What follows belongs to an exercise in optimizing a design on an open flow for small area; a production flow would make more cautious choices. Only simulation tests tie the RTL to the original design; equivalence was not proved. Power is estimated from default activity; no workload was simulated.

--- run.sh ---
#!/bin/bash
# synth_recipe.tcl (not shown) runs the flow's synth.tcl, then flattens the netlist and writes it again
# the make line also repeats each setting of config.mk as NAME=value (left out here)
make -C /OpenROAD-flow-scripts/flow DESIGN_CONFIG=/design/flow/config.mk WORK_HOME=/design/flow/orfs CLKGATE_MAP_FILE= SYNTH_SCRIPT=/design/flow/synth_recipe.tcl finish
--- design.v ---
module RandomNumberGenerator(clk, rst, load, key_x, seed_r, seed_g, seed_b, Rout, Gout, Bout, Key_ready);
    input wire clk;
    input wire rst;
    input wire load;                  
    input wire [15:0] key_x;          
    input wire [15:0] seed_r;         
    input wire [15:0] seed_g;
    input wire [15:0] seed_b;
    output reg [7:0] Rout;
    output reg [7:0] Gout;
    output reg [7:0] Bout;
    output reg Key_ready;
    reg [15:0] Rlfsr;
    reg [15:0] Glfsr;
    reg [15:0] Blfsr;
    reg [2:0] bit_count;
    reg [15:0] x;         
    reg [6:0] zc;         
    wire t0 = x[1] & (x[0] & x[1]);
    wire t1 = (x[0] & x[2]) & t0;
    wire t2 = (x[2] & (x[0] & x[3])) | (x[2] & (x[1] & x[2])) | ((x[0] & x[3]) & (x[1] & x[2]));
    wire t3 = x[2] ^ (x[0] & x[3]) ^ (x[1] & x[2]);
    wire t4 = t1 & t3;
    wire t5 = ((x[0] & x[4]) & (x[1] & x[3])) | ((x[0] & x[4]) & t2) | ((x[1] & x[3]) & t2);
    wire t6 = (x[0] & x[4]) ^ (x[1] & x[3]) ^ t2;
    wire t7 = t4 & t6;
    wire t8 = (x[3] & (x[0] & x[5])) | (x[3] & (x[1] & x[4])) | ((x[0] & x[5]) & (x[1] & x[4]));
    wire t9 = x[3] ^ (x[0] & x[5]) ^ (x[1] & x[4]);
    wire t10 = ((x[2] & x[3]) & t9) | ((x[2] & x[3]) & t5) | (t9 & t5);
    wire t11 = (x[2] & x[3]) ^ t9 ^ t5;
    wire t12 = t7 & t11;
    wire t13 = ((x[0] & x[6]) & (x[1] & x[5])) | ((x[0] & x[6]) & (x[2] & x[4])) | ((x[1] & x[5]) & (x[2] & x[4]));
    wire t14 = (x[0] & x[6]) ^ (x[1] & x[5]) ^ (x[2] & x[4]);
    wire t15 = (t8 & t14) | (t8 & t10) | (t14 & t10);
    wire t16 = t8 ^ t14 ^ t10;
    wire t17 = t12 & t16;
    wire t18 = (x[4] & (x[0] & x[7])) | (x[4] & (x[1] & x[6])) | ((x[0] & x[7]) & (x[1] & x[6]));
    wire t19 = x[4] ^ (x[0] & x[7]) ^ (x[1] & x[6]);
    wire t20 = ((x[2] & x[5]) & (x[3] & x[4])) | ((x[2] & x[5]) & t13) | ((x[3] & x[4]) & t13);
    wire t21 = (x[2] & x[5]) ^ (x[3] & x[4]) ^ t13;
    wire t22 = (t19 & t21) | (t19 & t15) | (t21 & t15);
    wire t23 = t19 ^ t21 ^ t15;
    wire t24 = t17 & t23;
    wire t25 = ((x[0] & x[8]) & (x[1] & x[7])) | ((x[0] & x[8]) & (x[2] & x[6])) | ((x[1] & x[7]) & (x[2] & x[6]));
    wire t26 = (x[0] & x[8]) ^ (x[1] & x[7]) ^ (x[2] & x[6]);
    wire t27 = ((x[3] & x[5]) & t18) | ((x[3] & x[5]) & t26) | (t18 & t26);
    wire t28 = (x[3] & x[5]) ^ t18 ^ t26;
    wire t29 = (t20 & t28) | (t20 & t22) | (t28 & t22);
    wire t30 = t20 ^ t28 ^ t22;
    wire t31 = t24 & t30;
    wire t32 = (x[5] & (x[0] & x[9])) | (x[5] & (x[1] & x[8])) | ((x[0] & x[9]) & (x[1] & x[8]));
    wire t33 = x[5] ^ (x[0] & x[9]) ^ (x[1] & x[8]);
    wire t34 = ((x[2] & x[7]) & (x[3] & x[6])) | ((x[2] & x[7]) & (x[4] & x[5])) | ((x[3] & x[6]) & (x[4] & x[5]));
    wire t35 = (x[2] & x[7]) ^ (x[3] & x[6]) ^ (x[4] & x[5]);
    wire t36 = (t25 & t33) | (t25 & t35) | (t33 & t35);
    wire t37 = t25 ^ t33 ^ t35;
    wire t38 = (t27 & t37) | (t27 & t29) | (t37 & t29);
    wire t39 = t27 ^ t37 ^ t29;
    wire t40 = t31 & t39;
    wire t41 = ((x[0] & x[10]) & (x[1] & x[9])) | ((x[0] & x[10]) & (x[2] & x[8])) | ((x[1] & x[9]) & (x[2] & x[8]));
    wire t42 = (x[0] & x[10]) ^ (x[1] & x[9]) ^ (x[2] & x[8]);
    wire t43 = ((x[3] & x[7]) & (x[4] & x[6])) | ((x[3] & x[7]) & t32) | ((x[4] & x[6]) & t32);
    wire t44 = (x[3] & x[7]) ^ (x[4] & x[6]) ^ t32;
    wire t45 = (t34 & t42) | (t34 & t36) | (t42 & t36);
    wire t46 = t34 ^ t42 ^ t36;
    wire t47 = (t44 & t46) | (t44 & t38) | (t46 & t38);
    wire t48 = t44 ^ t46 ^ t38;
    wire t49 = t40 & t48;
    wire t50 = (x[6] & (x[0] & x[11])) | (x[6] & (x[1] & x[10])) | ((x[0] & x[11]) & (x[1] & x[10]));
    wire t51 = x[6] ^ (x[0] & x[11]) ^ (x[1] & x[10]);
    wire t52 = ((x[2] & x[9]) & (x[3] & x[8])) | ((x[2] & x[9]) & (x[4] & x[7])) | ((x[3] & x[8]) & (x[4] & x[7]));
    wire t53 = (x[2] & x[9]) ^ (x[3] & x[8]) ^ (x[4] & x[7]);
    wire t54 = ((x[5] & x[6]) & t41) | ((x[5] & x[6]) & t51) | (t41 & t51);
    wire t55 = (x[5] & x[6]) ^ t41 ^ t51;
    wire t56 = (t53 & t43) | (t53 & t55) | (t43 & t55);
    wire t57 = t53 ^ t43 ^ t55;
    wire t58 = (t45 & t57) | (t45 & t47) | (t57 & t47);
    wire t59 = t45 ^ t57 ^ t47;
    wire t60 = t49 & t59;
    wire t61 = ((x[0] & x[12]) & (x[1] & x[11])) | ((x[0] & x[12]) & (x[2] & x[10])) | ((x[1] & x[11]) & (x[2] & x[10]));
    wire t62 = (x[0] & x[12]) ^ (x[1] & x[11]) ^ (x[2] & x[10]);
    wire t63 = ((x[3] & x[9]) & (x[4] & x[8])) | ((x[3] & x[9]) & (x[5] & x[7])) | ((x[4] & x[8]) & (x[5] & x[7]));
    wire t64 = (x[3] & x[9]) ^ (x[4] & x[8]) ^ (x[5] & x[7]);
    wire t65 = (t50 & t52) | (t50 & t62) | (t52 & t62);
    wire t66 = t50 ^ t52 ^ t62;
    wire t67 = (t64 & t54) | (t64 & t66) | (t54 & t66);
    wire t68 = t64 ^ t54 ^ t66;
    wire t69 = (t56 & t68) | (t56 & t58) | (t68 & t58);
    wire t70 = t56 ^ t68 ^ t58;
    wire t71 = t60 & t70;
    wire t72 = (x[7] & (x[0] & x[13])) | (x[7] & (x[1] & x[12])) | ((x[0] & x[13]) & (x[1] & x[12]));
    wire t73 = x[7] ^ (x[0] & x[13]) ^ (x[1] & x[12]);
    wire t74 = ((x[2] & x[11]) & (x[3] & x[10])) | ((x[2] & x[11]) & (x[4] & x[9])) | ((x[3] & x[10]) & (x[4] & x[9]));
    wire t75 = (x[2] & x[11]) ^ (x[3] & x[10]) ^ (x[4] & x[9]);
    wire t76 = ((x[5] & x[8]) & (x[6] & x[7])) | ((x[5] & x[8]) & t61) | ((x[6] & x[7]) & t61);
    wire t77 = (x[5] & x[8]) ^ (x[6] & x[7]) ^ t61;
    wire t78 = (t63 & t73) | (t63 & t75) | (t73 & t75);
    wire t79 = t63 ^ t73 ^ t75;
    wire t80 = (t65 & t77) | (t65 & t79) | (t77 & t79);
    wire t81 = t65 ^ t77 ^ t79;
    wire t82 = (t67 & t81) | (t67 & t69) | (t81 & t69);
    wire t83 = t67 ^ t81 ^ t69;
    wire t84 = t71 & t83;
    wire t85 = t71 ^ t83;
    wire t86 = ((x[0] & x[14]) & (x[1] & x[13])) | ((x[0] & x[14]) & (x[2] & x[12])) | ((x[1] & x[13]) & (x[2] & x[12]));
    wire t87 = (x[0] & x[14]) ^ (x[1] & x[13]) ^ (x[2] & x[12]);
    wire t88 = ((x[3] & x[11]) & (x[4] & x[10])) | ((x[3] & x[11]) & (x[5] & x[9])) | ((x[4] & x[10]) & (x[5] & x[9]));
    wire t89 = (x[3] & x[11]) ^ (x[4] & x[10]) ^ (x[5] & x[9]);
    wire t90 = ((x[6] & x[8]) & t72) | ((x[6] & x[8]) & t74) | (t72 & t74);
    wire t91 = (x[6] & x[8]) ^ t72 ^ t74;
    wire t92 = (t87 & t89) | (t87 & t76) | (t89 & t76);
    wire t93 = t87 ^ t89 ^ t76;
    wire t94 = (t78 & t91) | (t78 & t93) | (t91 & t93);
    wire t95 = t78 ^ t91 ^ t93;
    wire t96 = (t80 & t95) | (t80 & t82) | (t95 & t82);
    wire t97 = t80 ^ t95 ^ t82;
    wire t98 = t84 & t97;
    wire t99 = t84 ^ t97;
    wire t100 = (x[8] & (x[1] & x[14])) | (x[8] & (x[2] & x[13])) | ((x[1] & x[14]) & (x[2] & x[13]));
    wire t101 = x[8] ^ (x[1] & x[14]) ^ (x[2] & x[13]);
    wire t102 = ((x[3] & x[12]) & (x[4] & x[11])) | ((x[3] & x[12]) & (x[5] & x[10])) | ((x[4] & x[11]) & (x[5] & x[10]));
    wire t103 = (x[3] & x[12]) ^ (x[4] & x[11]) ^ (x[5] & x[10]);
    wire t104 = ((x[6] & x[9]) & (x[7] & x[8])) | ((x[6] & x[9]) & (x[15] & x[0])) | ((x[7] & x[8]) & (x[15] & x[0]));
    wire t105 = (x[6] & x[9]) ^ (x[7] & x[8]) ^ (x[15] & x[0]);
    wire t106 = (t86 & t88) | (t86 & t101) | (t88 & t101);
    wire t107 = t86 ^ t88 ^ t101;
    wire t108 = (t103 & t105) | (t103 & t90) | (t105 & t90);
    wire t109 = t103 ^ t105 ^ t90;
    wire t110 = (t107 & t92) | (t107 & t109) | (t92 & t109);
    wire t111 = t107 ^ t92 ^ t109;
    wire t112 = (t94 & t111) | (t94 & t96) | (t111 & t96);
    wire t113 = t94 ^ t111 ^ t96;
    wire t114 = t98 & t113;
    wire t115 = t98 ^ t113;
    wire t116 = ((x[2] & x[14]) & (x[3] & x[13])) | ((x[2] & x[14]) & (x[4] & x[12])) | ((x[3] & x[13]) & (x[4] & x[12]));
    wire t117 = (x[2] & x[14]) ^ (x[3] & x[13]) ^ (x[4] & x[12]);
    wire t118 = ((x[5] & x[11]) & (x[6] & x[10])) | ((x[5] & x[11]) & (x[7] & x[9])) | ((x[6] & x[10]) & (x[7] & x[9]));
    wire t119 = (x[5] & x[11]) ^ (x[6] & x[10]) ^ (x[7] & x[9]);
    wire t120 = (~(x[15] & x[0]) & ~(x[15] & x[1])) | (~(x[15] & x[0]) & t100) | (~(x[15] & x[1]) & t100);
    wire t121 = ~(x[15] & x[0]) ^ ~(x[15] & x[1]) ^ t100;
    wire t122 = (t102 & t104) | (t102 & t117) | (t104 & t117);
    wire t123 = t102 ^ t104 ^ t117;
    wire t124 = (t119 & t106) | (t119 & t121) | (t106 & t121);
    wire t125 = t119 ^ t106 ^ t121;
    wire t126 = (t123 & t108) | (t123 & t125) | (t108 & t125);
    wire t127 = t123 ^ t108 ^ t125;
    wire t128 = (t110 & t127) | (t110 & t112) | (t127 & t112);
    wire t129 = t110 ^ t127 ^ t112;
    wire t130 = t114 & t129;
    wire t131 = t114 ^ t129;
    wire t132 = (x[9] & (x[3] & x[14])) | (x[9] & (x[4] & x[13])) | ((x[3] & x[14]) & (x[4] & x[13]));
    wire t133 = x[9] ^ (x[3] & x[14]) ^ (x[4] & x[13]);
    wire t134 = ((x[5] & x[12]) & (x[6] & x[11])) | ((x[5] & x[12]) & (x[7] & x[10])) | ((x[6] & x[11]) & (x[7] & x[10]));
    wire t135 = (x[5] & x[12]) ^ (x[6] & x[11]) ^ (x[7] & x[10]);
    wire t136 = ((x[8] & x[9]) & ~(x[15] & x[2])) | ((x[8] & x[9]) & t116) | (~(x[15] & x[2]) & t116);
    wire t137 = (x[8] & x[9]) ^ ~(x[15] & x[2]) ^ t116;
    wire t138 = (t118 & t133) | (t118 & t135) | (t133 & t135);
    wire t139 = t118 ^ t133 ^ t135;
    wire t140 = (t120 & t122) | (t120 & t137) | (t122 & t137);
    wire t141 = t120 ^ t122 ^ t137;
    wire t142 = (t139 & t124) | (t139 & t141) | (t124 & t141);
    wire t143 = t139 ^ t124 ^ t141;
    wire t144 = (t126 & t143) | (t126 & t128) | (t143 & t128);
    wire t145 = t126 ^ t143 ^ t128;
    wire t146 = t130 & t145;
    wire t147 = t130 ^ t145;
    wire t148 = ((x[4] & x[14]) & (x[5] & x[13])) | ((x[4] & x[14]) & (x[6] & x[12])) | ((x[5] & x[13]) & (x[6] & x[12]));
    wire t149 = (x[4] & x[14]) ^ (x[5] & x[13]) ^ (x[6] & x[12]);
    wire t150 = ((x[7] & x[11]) & (x[8] & x[10])) | ((x[7] & x[11]) & ~(x[15] & x[3])) | ((x[8] & x[10]) & ~(x[15] & x[3]));
    wire t151 = (x[7] & x[11]) ^ (x[8] & x[10]) ^ ~(x[15] & x[3]);
    wire t152 = (t132 & t134) | (t132 & t149) | (t134 & t149);
    wire t153 = t132 ^ t134 ^ t149;
    wire t154 = (t151 & t136) | (t151 & t138) | (t136 & t138);
    wire t155 = t151 ^ t136 ^ t138;
    wire t156 = (t153 & t140) | (t153 & t155) | (t140 & t155);
    wire t157 = t153 ^ t140 ^ t155;
    wire t158 = (t142 & t157) | (t142 & t144) | (t157 & t144);
    wire t159 = t142 ^ t157 ^ t144;
    wire t160 = t146 & t159;
    wire t161 = t146 ^ t159;
    wire t162 = (x[10] & (x[5] & x[14])) | (x[10] & (x[6] & x[13])) | ((x[5] & x[14]) & (x[6] & x[13]));
    wire t163 = x[10] ^ (x[5] & x[14]) ^ (x[6] & x[13]);
    wire t164 = ((x[7] & x[12]) & (x[8] & x[11])) | ((x[7] & x[12]) & (x[9] & x[10])) | ((x[8] & x[11]) & (x[9] & x[10]));
    wire t165 = (x[7] & x[12]) ^ (x[8] & x[11]) ^ (x[9] & x[10]);
    wire t166 = (~(x[15] & x[4]) & t148) | (~(x[15] & x[4]) & t150) | (t148 & t150);
    wire t167 = ~(x[15] & x[4]) ^ t148 ^ t150;
    wire t168 = (t163 & t165) | (t163 & t152) | (t165 & t152);
    wire t169 = t163 ^ t165 ^ t152;
    wire t170 = (t167 & t154) | (t167 & t169) | (t154 & t169);
    wire t171 = t167 ^ t154 ^ t169;
    wire t172 = (t156 & t171) | (t156 & t158) | (t171 & t158);
    wire t173 = t156 ^ t171 ^ t158;
    wire t174 = t160 & t173;
    wire t175 = t160 ^ t173;
    wire t176 = ((x[6] & x[14]) & (x[7] & x[13])) | ((x[6] & x[14]) & (x[8] & x[12])) | ((x[7] & x[13]) & (x[8] & x[12]));
    wire t177 = (x[6] & x[14]) ^ (x[7] & x[13]) ^ (x[8] & x[12]);
    wire t178 = ((x[9] & x[11]) & ~(x[15] & x[5])) | ((x[9] & x[11]) & t162) | (~(x[15] & x[5]) & t162);
    wire t179 = (x[9] & x[11]) ^ ~(x[15] & x[5]) ^ t162;
    wire t180 = (t164 & t177) | (t164 & t166) | (t177 & t166);
    wire t181 = t164 ^ t177 ^ t166;
    wire t182 = (t179 & t168) | (t179 & t181) | (t168 & t181);
    wire t183 = t179 ^ t168 ^ t181;
    wire t184 = (t183 & t170) | (t183 & t172) | (t170 & t172);
    wire t185 = t183 ^ t170 ^ t172;
    wire t186 = t174 & t185;
    wire t187 = t174 ^ t185;
    wire t188 = (x[11] & (x[7] & x[14])) | (x[11] & (x[8] & x[13])) | ((x[7] & x[14]) & (x[8] & x[13]));
    wire t189 = x[11] ^ (x[7] & x[14]) ^ (x[8] & x[13]);
    wire t190 = ((x[9] & x[12]) & (x[10] & x[11])) | ((x[9] & x[12]) & ~(x[15] & x[6])) | ((x[10] & x[11]) & ~(x[15] & x[6]));
    wire t191 = (x[9] & x[12]) ^ (x[10] & x[11]) ^ ~(x[15] & x[6]);
    wire t192 = (t176 & t189) | (t176 & t191) | (t189 & t191);
    wire t193 = t176 ^ t189 ^ t191;
    wire t194 = (t178 & t193) | (t178 & t180) | (t193 & t180);
    wire t195 = t178 ^ t193 ^ t180;
    wire t196 = (t182 & t195) | (t182 & t184) | (t195 & t184);
    wire t197 = t182 ^ t195 ^ t184;
    wire t198 = t186 & t197;
    wire t199 = t186 ^ t197;
    wire t200 = ((x[8] & x[14]) & (x[9] & x[13])) | ((x[8] & x[14]) & (x[10] & x[12])) | ((x[9] & x[13]) & (x[10] & x[12]));
    wire t201 = (x[8] & x[14]) ^ (x[9] & x[13]) ^ (x[10] & x[12]);
    wire t202 = (~(x[15] & x[7]) & t188) | (~(x[15] & x[7]) & t190) | (t188 & t190);
    wire t203 = ~(x[15] & x[7]) ^ t188 ^ t190;
    wire t204 = (t201 & t192) | (t201 & t203) | (t192 & t203);
    wire t205 = t201 ^ t192 ^ t203;
    wire t206 = (t205 & t194) | (t205 & t196) | (t194 & t196);
    wire t207 = t205 ^ t194 ^ t196;
    wire t208 = t198 & t207;
    wire t209 = t198 ^ t207;
    wire t210 = (x[12] & (x[9] & x[14])) | (x[12] & (x[10] & x[13])) | ((x[9] & x[14]) & (x[10] & x[13]));
    wire t211 = x[12] ^ (x[9] & x[14]) ^ (x[10] & x[13]);
    wire t212 = ((x[11] & x[12]) & ~(x[15] & x[8])) | ((x[11] & x[12]) & t200) | (~(x[15] & x[8]) & t200);
    wire t213 = (x[11] & x[12]) ^ ~(x[15] & x[8]) ^ t200;
    wire t214 = (t211 & t202) | (t211 & t213) | (t202 & t213);
    wire t215 = t211 ^ t202 ^ t213;
    wire t216 = (t204 & t215) | (t204 & t206) | (t215 & t206);
    wire t217 = t204 ^ t215 ^ t206;
    wire t218 = t208 & t217;
    wire t219 = t208 ^ t217;
    wire t220 = ((x[10] & x[14]) & (x[11] & x[13])) | ((x[10] & x[14]) & ~(x[15] & x[9])) | ((x[11] & x[13]) & ~(x[15] & x[9]));
    wire t221 = (x[10] & x[14]) ^ (x[11] & x[13]) ^ ~(x[15] & x[9]);
    wire t222 = (t210 & t221) | (t210 & t212) | (t221 & t212);
    wire t223 = t210 ^ t221 ^ t212;
    wire t224 = (t214 & t223) | (t214 & t216) | (t223 & t216);
    wire t225 = t214 ^ t223 ^ t216;
    wire t226 = t218 & t225;
    wire t227 = t218 ^ t225;
    wire t228 = (x[13] & (x[11] & x[14])) | (x[13] & (x[12] & x[13])) | ((x[11] & x[14]) & (x[12] & x[13]));
    wire t229 = x[13] ^ (x[11] & x[14]) ^ (x[12] & x[13]);
    wire t230 = (~(x[15] & x[10]) & t220) | (~(x[15] & x[10]) & t229) | (t220 & t229);
    wire t231 = ~(x[15] & x[10]) ^ t220 ^ t229;
    wire t232 = (t231 & t222) | (t231 & t224) | (t222 & t224);
    wire t233 = t231 ^ t222 ^ t224;
    wire t234 = t226 & t233;
    wire t235 = t226 ^ t233;
    wire t236 = ((x[12] & x[14]) & ~(x[15] & x[11])) | ((x[12] & x[14]) & t228) | (~(x[15] & x[11]) & t228);
    wire t237 = (x[12] & x[14]) ^ ~(x[15] & x[11]) ^ t228;
    wire t238 = (t230 & t237) | (t230 & t232) | (t237 & t232);
    wire t239 = t230 ^ t237 ^ t232;
    wire t240 = t234 & t239;
    wire t241 = t234 ^ t239;
    wire t242 = (x[14] & (x[13] & x[14])) | (x[14] & ~(x[15] & x[12])) | ((x[13] & x[14]) & ~(x[15] & x[12]));
    wire t243 = x[14] ^ (x[13] & x[14]) ^ ~(x[15] & x[12]);
    wire t244 = (t243 & t236) | (t243 & t238) | (t236 & t238);
    wire t245 = t243 ^ t236 ^ t238;
    wire t246 = t240 & t245;
    wire t247 = t240 ^ t245;
    wire t248 = ~(x[15] & x[13]) ^ t242 ^ t244;
    wire t249 = t246 ^ t248;
    wire [29:14] sq;
    assign sq[14] = t85;
    assign sq[15] = t99;
    assign sq[16] = t115;
    assign sq[17] = t131;
    assign sq[18] = t147;
    assign sq[19] = t161;
    assign sq[20] = t175;
    assign sq[21] = t187;
    assign sq[22] = t199;
    assign sq[23] = t209;
    assign sq[24] = t219;
    assign sq[25] = t227;
    assign sq[26] = t235;
    assign sq[27] = t241;
    assign sq[28] = t247;
    assign sq[29] = t249;
    reg zbit;
    always @(*) begin
        case (zc)
            7'd50: zbit = 1'b1;
            7'd51: zbit = 1'b1;
            7'd52: zbit = 1'b1;
            7'd53: zbit = 1'b1;
            7'd54: zbit = 1'b1;
            7'd55: zbit = 1'b1;
            7'd56: zbit = 1'b1;
            7'd59: zbit = 1'b1;
            7'd60: zbit = 1'b1;
            7'd61: zbit = 1'b1;
            7'd66: zbit = 1'b1;
            7'd68: zbit = 1'b1;
            7'd69: zbit = 1'b1;
            7'd71: zbit = 1'b1;
            7'd72: zbit = 1'b1;
            7'd74: zbit = 1'b1;
            7'd79: zbit = 1'b1;
            7'd80: zbit = 1'b1;
            7'd82: zbit = 1'b1;
            7'd87: zbit = 1'b1;
            7'd92: zbit = 1'b1;
            7'd93: zbit = 1'b1;
            7'd94: zbit = 1'b1;
            7'd98: zbit = 1'b1;
            7'd100: zbit = 1'b1;
            7'd102: zbit = 1'b1;
            7'd105: zbit = 1'b1;
            7'd106: zbit = 1'b1;
            7'd107: zbit = 1'b1;
            7'd109: zbit = 1'b1;
            7'd110: zbit = 1'b1;
            7'd111: zbit = 1'b1;
            7'd112: zbit = 1'b1;
            7'd113: zbit = 1'b1;
            7'd115: zbit = 1'b1;
            7'd119: zbit = 1'b1;
            7'd126: zbit = 1'b1;
            7'd127: zbit = 1'b1;
            default: zbit = 1'b0;
        endcase
    end
    wire [15:0] x_new = {sq[29], ~sq[28:14]};
    wire phase3 = (bit_count[1:0] == 2'd3);
    wire c = phase3 ? sq[29] : zbit;
    wire Rfb = Rlfsr[15] ^ Rlfsr[13] ^ Rlfsr[12] ^ Rlfsr[10];
    wire Gfb = Glfsr[15] ^ Glfsr[13] ^ Glfsr[12] ^ Glfsr[10];
    wire Bfb = Blfsr[15] ^ Blfsr[13] ^ Blfsr[12] ^ Blfsr[10];
    always @(posedge clk or posedge rst) begin
        if (rst) begin
            Rlfsr <= 16'h0001;
            Glfsr <= 16'h0002;
            Blfsr <= 16'h0003;
            x <= 16'h7EF0;
            zc <= 7'd48;
            Rout <= 8'b0;
            Gout <= 8'b0;
            Bout <= 8'b0;
            Key_ready <= 1'b0;
            bit_count <= 3'd0;
        end else if (load) begin
            Rlfsr <= seed_r;
            Glfsr <= seed_g;
            Blfsr <= seed_b;
            x <= key_x;
            zc <= 7'd48;
            Rout <= 8'b0;
            Gout <= 8'b0;
            Bout <= 8'b0;
            Key_ready <= 1'b0;
            bit_count <= 3'd0;
        end else begin
            Rlfsr <= {Rlfsr[14:0], Rfb};
            Glfsr <= {Glfsr[14:0], Gfb};
            Blfsr <= {Blfsr[14:0], Bfb};
            Rout <= {Rout[6:0], Rlfsr[15] ^ c};
            Gout <= {Gout[6:0], Glfsr[15] ^ c};
            Bout <= {Bout[6:0], Blfsr[15] ^ c};
            Key_ready <= (bit_count == 3'd7);
            bit_count <= bit_count + 3'd1;
            if (bit_count[1:0] == 2'd0)
                zc <= (zc == 7'd127) ? 7'd49 : zc + 7'd1;
            if (phase3)
                x <= x_new;
        end
    end
endmodule
--- constraint.sdc ---
create_clock -name core_clock -period 10.0 [get_ports {clk}]
set_input_delay 2.0000 -clock core_clock [delete_from_list [all_inputs] [get_ports {clk}]]
set_output_delay 2.0000 -clock core_clock [all_outputs]
set_load 0.01 [all_outputs]
--- config.mk ---
export PLATFORM = sky130hd
export DESIGN_NAME = RandomNumberGenerator
export DESIGN_NICKNAME = RandomNumberGenerator
export VERILOG_FILES = /design/flow/design.v
export SDC_FILE = /design/flow/constraint.sdc
export NUM_CORES = 4
export LEC_CHECK = 0
export CAP_MARGIN = 20
export CORE_MARGIN = 2
export CORE_UTILIZATION = 40
export SLEW_MARGIN = 20
==> flow_metrics.py <==
metrics = {
    "run_status": {
        "status": "failed layout checks",
        "violations": "setup timing",
    },
    "drt": {
        "ant_nets": 0,
        "avgViaCountPerCell": 4.78,
        "drt-pass1-iter-count": 4,
        "via_count": 5236,
        "routedWlPerCell_um": 14.7,
        "drt-met1-wl_um": 7100,
        "drtIter0Drc": 205,
        "top_layer": "met4",
        "drc": 0,
        "met3_length_um": 712,
        "wl_um": 16100,
        "wl_met2_um": 8170,
    },
    "critical_path": {
        "ff2ff_path_depth": 36,
        "cp_data_arrival_time_ns": 10.72,
        "r2r_end": "Bout[0]",
        "crit_fanout": 4,
        "crit_start": "x[0]",
        "cpMaxStageDelayCell": "fa_1",
        "reg2reg_setup_slack_ns": -0.51,
        "cp_num_buf_inv": 3,
        "reg2reg_from": "x[0]",
        "critical_path.max_stage_delay_ns": 0.50,
        "start_kind": "register",
        "crit_family": "adder cells",
        "end_kind": "register",
        "crit_top_cell": "fa_2",
        "path_class": "reg -> reg",
        "required_ns": 10.21,
    },
    "cells_and_area": {
        "areaGrowthSynthToFinish_pct": 22.1,
        "drive_gt1_frac": 0.179,
        "stdcell_count": 1096,
        "fin_nets": 1023,
        "final_cell_mix": "inv_1 (115), clkdlybuf4s50_1 (90), nand2_1 (85), dfrtp_1 (83), fa_1 (77)",
        "final_common_cell": "inv_1",
        "seqCellArea_um2": 2500,
        "antenna_cells": 0,
        "multi_input_area_um2": 4700,
        "fillers": 1717,
    },
    "yosys": {
        "yosys_warnings": 1,
        "synthMuxAreaShare": 0.0724,
        "synth-seq-cells": 99,
        "syn_area_per_cell_um2": 10.4,
        "synth-compound-area-share": 0.0457,
        "yosysUniqueCellTypes": 42,
        "synth_nets": 933,
        "ys_async_sr_fraction": 1.00,
        "netlist_instances": 741,
        "synth_edf_count": 0,
        "synthXorXnorAreaFrac": 0.0182,
        "synth_top_family_by_area": "adder cells",
        "synth_top_flop_cell": "dfrtp_1",
        "synth.yosys.seq_area_share": 0.324,
        "synthAdderAreaFrac": 0.300,
        "synthSimpleGateAreaFrac": 0.158,
        "synth_area_um2": 7720,
    },
    "floorplanning": {
        "ios": 92,
        "core_area_um2": 18800,
        "die_w_um": 143,
        "rows": 50,
        "die_y_um": 143,
        "fp.dieArea_um2": 20400,
        "initial_core_util": 0.410,
    },
    "clock_network": {
        "clock_tree.root_cell": "clkbuf_16",
        "numCtsBuffers": 9,
        "cts.path.max_buffers": 2,
        "hold_buffers": 0,
        "cts_sinks": 99,
        "htreeDepth": 3,
        "cts_tree": "yes",
        "clk_pin_slew_ns": 0.07,
        "clock_latency_ns": 0.34,
    },
    "pwr": {
        "sw_frac_of_total": 0.432,
        "cellPowerDensity_nw_per_um2": 249,
        "comb_power_share": 0.640,
        "intPower_w": 0.00133,
        "seqPwrFrac": 0.206,
        "switchingPower_w": 0.00101,
        "p_leak_nw": 4.20,
        "p_clk_frac": 0.154,
        "peakVddDrop_uv": 136,
    },
    "sta": {
        "slew_violations": 0,
        "setup_slack_ns": -0.506,
        "relSlewSlack": 0.434,
        "finalSetupViolations": 4,
        "fin_skew_ns": 0.00743,
        "hold_viol": 0,
        "rsz0062_at_grt": "yes",
        "fin_crit_sh": 1.05,
        "max_freq_ghz": 0.0952,
        "timing.hold.ws_ns": 0.470,
        "period_needed_ns": 10.51,
        "tightest_slew_ns": 0.849,
    },
    "min_path": {
        "whs_path_depth": 1,
        "hold_path.class": "reg -> reg",
        "min_from": "bit_count[0]",
        "hold_end": "bit_count[0]",
    },
    "global_route": {
        "overflow": 0,
        "grt_pass1_vias": 5830,
        "antenna_found_initial": 0,
        "grt_pass1_wl_um": 27900,
        "grt_use_total": 0.172,
        "grt_max_degree": 79,
    },
    "placement": {
        "dp_hpwl_um": 11900,
        "place_congestion": 0.809,
        "port_buffers": 91,
        "dp_cells": 1076,
        "pre_cts_slack_ns": -0.510,
    },
    "run": {
        "cap_violations": 0,
    },
}
-- cell type report --
type,count,area share
multi-input cells,480,0.498
flip-flops and latches,99,0.265
repair buffers,122,0.121
inverters,119,0.0477
well taps,260,0.0345
clock buffers,11,0.0258
clock inverters,5,0.00717
-- flip-flops by register name (all words and copies together), names as in the netlist --
register and count:
Gout 8, Glfsr 16, Bout 8, Blfsr 16, x 16, bit_count 3
zc 7, Rlfsr 16, Key_ready 1, Rout 8
-- layer usage --
metal,vias to the layer above,global-route usage
met4,0,0.0313
met5,-,0
met2,87,0.299
met3,14,0.0399
met1,2698,0.221
li1,2437,-
-- cell families after synthesis --
| group | count (synthesis) |
|---|---|
| AOI/OAI and AO/OA | 56 |
| xor gates and xnor gates | 16 |
| adders and majority gates | 125 |
| buffers and inverters | 162 |
| DFF | 99 |
| muxes | 50 |
| and+or+nand+nor | 233 |
-- synth_stat cells, drive strengths merged (3+ instances only) --
library cell	number	area, µm²
inv	119	447
nor3b	4	30.0
dfstp	16	420
o21ai	36	180
mux2	47	529
o211ai	4	30.0
nor2	16	60.1
nand3	3	15.0
mux2i	3	30.0
nor3	8	40.0
nor2b	28	175
buf	16	88.8
a21oi	4	20.0
and2	73	457
ha	25	313
nand3b	5	37.5
clkbuf	27	101
a311oi	3	45.0
nand2	86	323
xnor2	14	123
fa	100	2000
dfrtp	83	2080
-- metrics by stage --
step	total power (W)	area, µm²	utilization	TNS [ns]
finish	0.00234	9420	0.500	-1.81
floorplan	0.00157	7780	-	-1.41
global route	0.00266	9420	0.500	-3.18
global placement	0.00195	9030	0.479	-1.41
detailed placement	0.00199	9030	0.479	-1.89
CTS	0.00238	9370	0.498	-1.72
-- timing repair --
| item | in CTS | in global routing |
|---|---|---|
| cloned | 0 | 0 |
| pin swaps | 3 | 4 |
| endpoints found under the setup margin | 4 | 5 |
| resized for setup | 6 | 10 |
| buffers inserted | 2 | 2 |
-- power groups by stage --
stage	clock network (W)	registers (W)	logic (W)
detailed placement	0	0.000489	0.00150
global placement	0	0.000488	0.00146
finish	0.000361	0.000483	0.00150
global route	0.000391	0.000489	0.00178
floorplan	0	0.000483	0.00108
CTS	0.000373	0.000482	0.00152
-- worst register-to-register path, delay by kind of cell (launching register included) --
kind	cells	cell delay (ns)
DFF	1	0.40
xor gates and xnor gates	1	0.15
adders and majority gates	26	8.64
AOI/OAI and AO/OA	4	0.57
and+or+nand+nor	2	0.46
buffers and inverters	3	0.16
-- worst max path at each step --
| stage | end | slack [ns] | cells after the start |
|---|---|---|---|
| after detailed placement | Bout[0] | -0.51 | 33 |
| after global routing | Rout[0] | -0.80 | 33 |
| after floorplan | Bout[0] | -0.39 | 37 |
| after CTS | Bout[0] | -0.46 | 36 |
| final | Bout[0] | -0.51 | 36 |
| after global placement | Gout[0] | -0.39 | 36 |

-- separate check: timing with driven ports --
Ports are ideal in the flow. The routed layout listed here was re-timed in OpenROAD.
Step 1 (the two cells are an assumption about what drives the block):
set clk [get_ports {clk}]
set_driving_cell -lib_cell sky130_fd_sc_hd__clkbuf_16 $clk
set_driving_cell -lib_cell sky130_fd_sc_hd__buf_2 [delete_from_list [all_inputs] $clk]
Step 2 adds t to the input delays and takes it off the output delays; t is the mean of the earliest and latest rising clock arrival at the registers after step 1. Input paths then give back, and output paths get back, about the clock's delay inside the block.
Slacks: ideal ports / drivers / drivers and shift; pairs: ideal ports / drivers.
shift t [ns]: 0.381
setup WS [ns]: -0.506 / -0.506 / -0.506
worst setup path at the end: register to register
worst slew at a driven data input, ns: 0.06
The setup slack of this run moves by 0.000 ns with the drivers and by 0.000 ns with both steps.
